Background: an optimization exercise with open tools, aiming at small area and a short achievable clock period. Do not read the settings as production practice.

==> delta <==
==> flow/design.v <==
module fpa_prep (
	input  [26:0] in_A,
	input  [26:0] in_B,
	output        a_gt,
	output [26:0] L,
	output        S_s,
	output [16:0] S_f,
	output [4:0]  d5,
	output        S_z
);
	assign a_gt = in_A[25:1] > in_B[25:1];
	assign L   = a_gt ? in_A : in_B;
	wire [26:0] S = a_gt ? in_B : in_A;
	wire [7:0] d = a_gt ? (in_A[25:18] - in_B[25:18]) : (in_B[25:18] - in_A[25:18]);
	assign S_s = S[26];
	assign S_f = S[17:1];
	assign d5  = (d > 8'd21) ? 5'd31 : d[4:0];
	assign S_z = (S[25:18] == 8'd0);
endmodule
module fpa_align (
	input  [26:0] L,
	input  [16:0] S_f,
	input  [4:0]  d5,
	input         S_z,
	output [20:0] Lt,
	output [19:0] Xw,
	output        st
);
	wire L_z = (L[25:18] == 8'd0);
	wire [17:0] Sf = {1'b1, S_f};
	wire big = (d5 > 5'd21) | S_z;
	assign Lt = L_z ? 21'd0 : {2'b01, L[17:1], L[0] & S_z, 1'b0};
	assign Xw = big ? 20'd0 : ({Sf, 2'b00} >> d5);
	reg s;
	integer i;
	always @* begin
		s = 1'b0;
		for (i = 0; i < 18; i = i + 1)
			if ((i + 18 >= d5) && (i + 3 <= d5)) s = s | Sf[i];
	end
	assign st = s & ~big;
endmodule
module fpa_norm (
	input         sgn,
	input  [7:0]  Le,
	input  [20:0] F,
	output [26:0] out_Sum
);
	reg [4:0] lz;
	integer i;
	always @* begin
		lz = 5'd0;
		for (i = 0; i < 21; i = i + 1) if (F[i]) lz = 5'd20 - i;
	end
	wire [20:0] Fn = F << lz;
	wire [7:0] e = Le + 8'd1 - {3'b0, lz};
	assign out_Sum = (F == 21'd0) ? 27'd0 : {sgn, e, Fn[19:2]};
endmodule
module fpa_norm_add (
	input         sgn,
	input  [7:0]  Le,
	input  [20:0] F,
	output [26:0] out_Sum
);
	assign out_Sum = F[20] ? {sgn, Le + 8'd1, F[19:2]} :
	                 F[19] ? {sgn, Le, F[18:1]} : 27'd0;
endmodule
module fpa_front (
	input  [26:0] in_A,
	input  [26:0] in_B,
	output [29:0] pre
);
	wire a_gt, S_s, S_z;
	wire [26:0] L;
	wire [16:0] S_f;
	wire [4:0] d5;
	fpa_prep p (.in_A(in_A), .in_B(in_B), .a_gt(a_gt), .L(L), .S_s(S_s), .S_f(S_f), .d5(d5), .S_z(S_z));
	wire [20:0] Lt;
	wire [19:0] Xw;
	wire st;
	fpa_align a (.L(L), .S_f(S_f), .d5(d5), .S_z(S_z), .Lt(Lt), .Xw(Xw), .st(st));
	wire sub = L[26] ^ S_s;
	wire [20:0] F = sub ? (Lt - {1'b0, Xw} - {20'd0, st}) : (Lt + {1'b0, Xw});
	assign pre = {L[26], L[25:18], F};
endmodule
module fp_multi (
	input  [26:0] in_A,
	input  [26:0] in_B,
	output [26:0] out_Prod
);
	wire [35:0] p = {1'b1, in_A[17:1]} * {1'b1, in_B[17:1]};
	wire [8:0] es = in_A[25:18] + in_B[25:18];
	wire [7:0] e = es[7:0] + (p[35] ? 8'd130 : 8'd129);
	wire z = (es < 9'h80) | (in_A[25:18] == 8'd0) | (in_B[25:18] == 8'd0);
	assign out_Prod = z ? 27'd0 : {in_A[26] ^ in_B[26], e, p[35] ? p[34:17] : p[33:16]};
endmodule
module fpm_out #(parameter [7:0] ce = 8'd0) (
	input  [26:0] in_A,
	input  [35:0] p,
	output [26:0] out_Prod
);
	wire [8:0] es = in_A[25:18] + ce;
	wire [7:0] e = es[7:0] + (p[35] ? 8'd130 : 8'd129);
	wire z = (es < 9'h80) | (in_A[25:18] == 8'd0);
	assign out_Prod = z ? 27'd0 : {in_A[26], e, p[35] ? p[34:17] : p[33:16]};
endmodule
module fp_mul_c1 (input [26:0] in_A, output [26:0] out_Prod);
	wire [17:0] x = {1'b1, in_A[17:1]};
	wire [35:0] p = {x, 18'd0} - {x, 15'd0} + {x, 13'd0} - {x, 10'd0} - {x, 8'd0} - {x, 6'd0} - {x, 4'd0};
	fpm_out #(8'd117) o (.in_A(in_A), .p(p), .out_Prod(out_Prod));
endmodule
module fp_mul_c2 (input [26:0] in_A, output [26:0] out_Prod);
	wire [17:0] x = {1'b1, in_A[17:1]};
	wire [35:0] p = {x, 18'd0} - {x, 16'd0} - {x, 14'd0} - {x, 12'd0} + {x, 10'd0} + {x, 2'd0};
	fpm_out #(8'd121) o (.in_A(in_A), .p(p), .out_Prod(out_Prod));
endmodule
module fp_mul_c3 (input [26:0] in_A, output [26:0] out_Prod);
	wire [17:0] x = {1'b1, in_A[17:1]};
	wire [35:0] p = {x, 18'd0} - {x, 14'd0} + {x, 12'd0} + {x, 10'd0} + {x, 8'd0} - {x, 6'd0} - {18'd0, x};
	fpm_out #(8'd125) o (.in_A(in_A), .p(p), .out_Prod(out_Prod));
endmodule
module jh_efield(
	input rst,
	input clock,
	input [26:0] r,				 
	input [26:0] V_right,				 
	input [26:0] V_left,					 
	input [26:0] V_top,		 
	input [26:0] V_bottom,	 
	output [26:0] fdtd_result
);
	wire        tb_gt, tb_Ss, tb_Sz;
	wire [26:0] tb_L;
	wire [16:0] tb_Sf;
	wire [4:0]  tb_d5;
	fpa_prep prep12 (.in_A(V_top), .in_B(V_bottom), .a_gt(tb_gt), .L(tb_L), .S_s(tb_Ss),
	                 .S_f(tb_Sf), .d5(tb_d5), .S_z(tb_Sz));
	wire        rl_gt, rl_Ss, rl_Sz;
	wire [26:0] rl_L;
	wire [16:0] rl_Sf;
	wire [4:0]  rl_d5;
	fpa_prep prep3 (.in_A(V_right), .in_B(V_left), .a_gt(rl_gt), .L(rl_L), .S_s(rl_Ss),
	                .S_f(rl_Sf), .d5(rl_d5), .S_z(rl_Sz));
	reg        s0_tb_gt, s0_tb_Ss, s0_tb_Sz, s0_rl_Ss, s0_rl_Sz;
	reg [26:0] s0_tb_L, s0_rl_L, s0_r;
	reg [16:0] s0_tb_Sf, s0_rl_Sf;
	reg [4:0]  s0_tb_d5, s0_rl_d5;
	always @(posedge clock) begin
		s0_tb_gt <= tb_gt; s0_tb_L <= tb_L; s0_tb_Ss <= tb_Ss; s0_tb_Sf <= tb_Sf;
		s0_tb_d5 <= tb_d5; s0_tb_Sz <= tb_Sz;
		s0_rl_L <= rl_L; s0_rl_Ss <= rl_Ss; s0_rl_Sf <= rl_Sf;
		s0_rl_d5 <= rl_d5; s0_rl_Sz <= rl_Sz;
		s0_r <= r;
	end
	wire [20:0] tb_Lt;
	wire [19:0] tb_Xw;
	wire        tb_st;
	fpa_align al12 (.L(s0_tb_L), .S_f(s0_tb_Sf), .d5(s0_tb_d5), .S_z(s0_tb_Sz),
	                .Lt(tb_Lt), .Xw(tb_Xw), .st(tb_st));
	wire [20:0] tb_Fa = tb_Lt + {1'b0, tb_Xw};
	wire [20:0] tb_Fs = tb_Lt - {1'b0, tb_Xw} - {20'd0, tb_st};
	wire sg2 = s0_tb_L[26];
	wire sg1 = s0_tb_L[26] ^ ~s0_tb_gt;
	wire [26:0] tb_sum, tb_dif;
	fpa_norm_add n_a (.sgn(1'b0), .Le(s0_tb_L[25:18]), .F(tb_Fa), .out_Sum(tb_sum));
	fpa_norm     n_s (.sgn(1'b0), .Le(s0_tb_L[25:18]), .F(tb_Fs), .out_Sum(tb_dif));
	wire sub2 = s0_tb_L[26] ^ s0_tb_Ss;
	wire [26:0] out1 = {sg1, sub2 ? tb_sum[25:0] : tb_dif[25:0]};
	wire [26:0] out2 = {sg2, sub2 ? tb_dif[25:0] : tb_sum[25:0]};
	wire [20:0] rl_Lt;
	wire [19:0] rl_Xw;
	wire        rl_st;
	fpa_align al3 (.L(s0_rl_L), .S_f(s0_rl_Sf), .d5(s0_rl_d5), .S_z(s0_rl_Sz),
	               .Lt(rl_Lt), .Xw(rl_Xw), .st(rl_st));
	wire sub3 = s0_rl_L[26] ^ s0_rl_Ss;
	wire [20:0] rl_F = sub3 ? (rl_Lt - {1'b0, rl_Xw} - {20'd0, rl_st}) : (rl_Lt + {1'b0, rl_Xw});
	wire [26:0] out3;
	fpa_norm n3 (.sgn(s0_rl_L[26]), .Le(s0_rl_L[25:18]), .F(rl_F), .out_Sum(out3));
	wire [26:0] c1r;
	fp_mul_c1 mul0 (.in_A(s0_r), .out_Prod(c1r));
	reg [26:1] s1_t1, s1_t2, s1_t3, s1_c1r;
	always @(posedge clock) begin
		s1_t1 <= out1[26:1];
		s1_t2 <= out2[26:1];
		s1_t3 <= out3[26:1];
		s1_c1r <= c1r[26:1];
	end
	wire [26:0] out4, out5, out6;
	fp_multi  mul1 (.in_A({s1_t1, 1'b0}), .in_B({s1_c1r, 1'b0}), .out_Prod(out4));
	fp_mul_c2 mul2 (.in_A({s1_t2, 1'b0}), .out_Prod(out5));
	fp_mul_c3 mul3 (.in_A({s1_t3, 1'b0}), .out_Prod(out6));
	reg [26:0] s2_p4, s2_p5, s2_p6;
	always @(posedge clock) begin
		s2_p4 <= out4;
		s2_p5 <= out5;
		s2_p6 <= out6;
	end
	wire [29:0] pre5;
	fpa_front add5 (.in_A(s2_p5), .in_B(s2_p4), .pre(pre5));
	reg [29:0] s3_pre5;
	reg [26:0] s3_p6;
	always @(posedge clock) begin
		s3_pre5 <= pre5;
		s3_p6 <= s2_p6;
	end
	wire [26:0] out7;
	fpa_norm n5 (.sgn(s3_pre5[29]), .Le(s3_pre5[28:21]), .F(s3_pre5[20:0]), .out_Sum(out7));
	wire [29:0] pre6;
	fpa_front add6 (.in_A(s3_p6), .in_B(out7), .pre(pre6));
	reg [29:0] s4_pre6;
	always @(posedge clock) s4_pre6 <= pre6;
	fpa_norm n6 (.sgn(s4_pre6[29]), .Le(s4_pre6[28:21]), .F(s4_pre6[20:0]), .out_Sum(fdtd_result));
endmodule
==> flow/run.sh <==
#!/bin/bash
# synth_recipe.tcl (not shown) runs the flow's synth.tcl, then flattens the netlist and writes it again
# the make line also repeats each setting of config.mk as NAME=value (left out here)
make -C /OpenROAD-flow-scripts/flow DESIGN_CONFIG=/design/flow/config.mk WORK_HOME=/design/flow/orfs CLKGATE_MAP_FILE= SYNTH_SCRIPT=/design/flow/synth_recipe.tcl finish
==> flow/config.mk <==
export PLATFORM = sky130hd
export DESIGN_NAME = jh_efield
export DESIGN_NICKNAME = jh_efield
export VERILOG_FILES = /design/flow/design.v
export SDC_FILE = /design/flow/constraint.sdc
export NUM_CORES = 4
export LEC_CHECK = 0
export ABC_AREA = 1
export CAP_MARGIN = 20
export CORE_MARGIN = 2
export CORE_UTILIZATION = 65
export SETUP_SLACK_MARGIN = 5
export SLEW_MARGIN = 20
==> flow/constraint.sdc <==
create_clock -name core_clock -period 17.0 [get_ports {clock}]
set_input_delay 3.4000 -clock core_clock [delete_from_list [all_inputs] [get_ports {clock}]]
set_output_delay 3.4000 -clock core_clock [all_outputs]
set_load 0.01 [all_outputs]
==> yarrow: changes against delta <==
ABC_AREA = 0   (was 1)
CORE_UTILIZATION = 40   (was 65)
SETUP_SLACK_MARGIN = default   (was 5)
==> juniper: changes against delta <==
CORE_UTILIZATION = 40   (was 65)
SETUP_SLACK_MARGIN = default   (was 5)
==> notes <==
Global-route usage, highest first: delta, juniper, yarrow.
Register-to-register slack, lowest first: juniper, yarrow, delta.
Between delta and yarrow, the lower synthesized cell count is in yarrow (gap 15%, measured against yarrow).
yarrow finished clean. juniper went through all stages and came out clean. delta completed with no timing, DRC or antenna violations.
Of juniper and yarrow, juniper has the higher clock skew (gap 0.0069 ns).
No functional check of the RTL was part of any run of this note.

-- what the ideal ports hide --
No port has a modelled driver above. Below, the same layouts with a new extraction and two added sets of constraints. Step 1 assumes that a clkbuf_16 drives the clock port and a buf_2 every other input. Step 2 times the ports against the registers' clock, not the clock port: input delays grow and output delays shrink by t, the midpoint of the rising clock arrivals with the driver on. a / b / c = ideal ports / drivers / drivers and shift; a / b = the first two.
run | t (ns) | setup WS [ns] | cell pins on the clock port's net
delta | 0.655 | 6.143 / 6.143 / 6.143 | 1
yarrow | 0.700 | 5.086 / 5.086 / 5.086 | 1
juniper | 0.699 | 4.648 / 4.648 / 4.648 | 1
After both steps setup and hold are still met in every run listed.
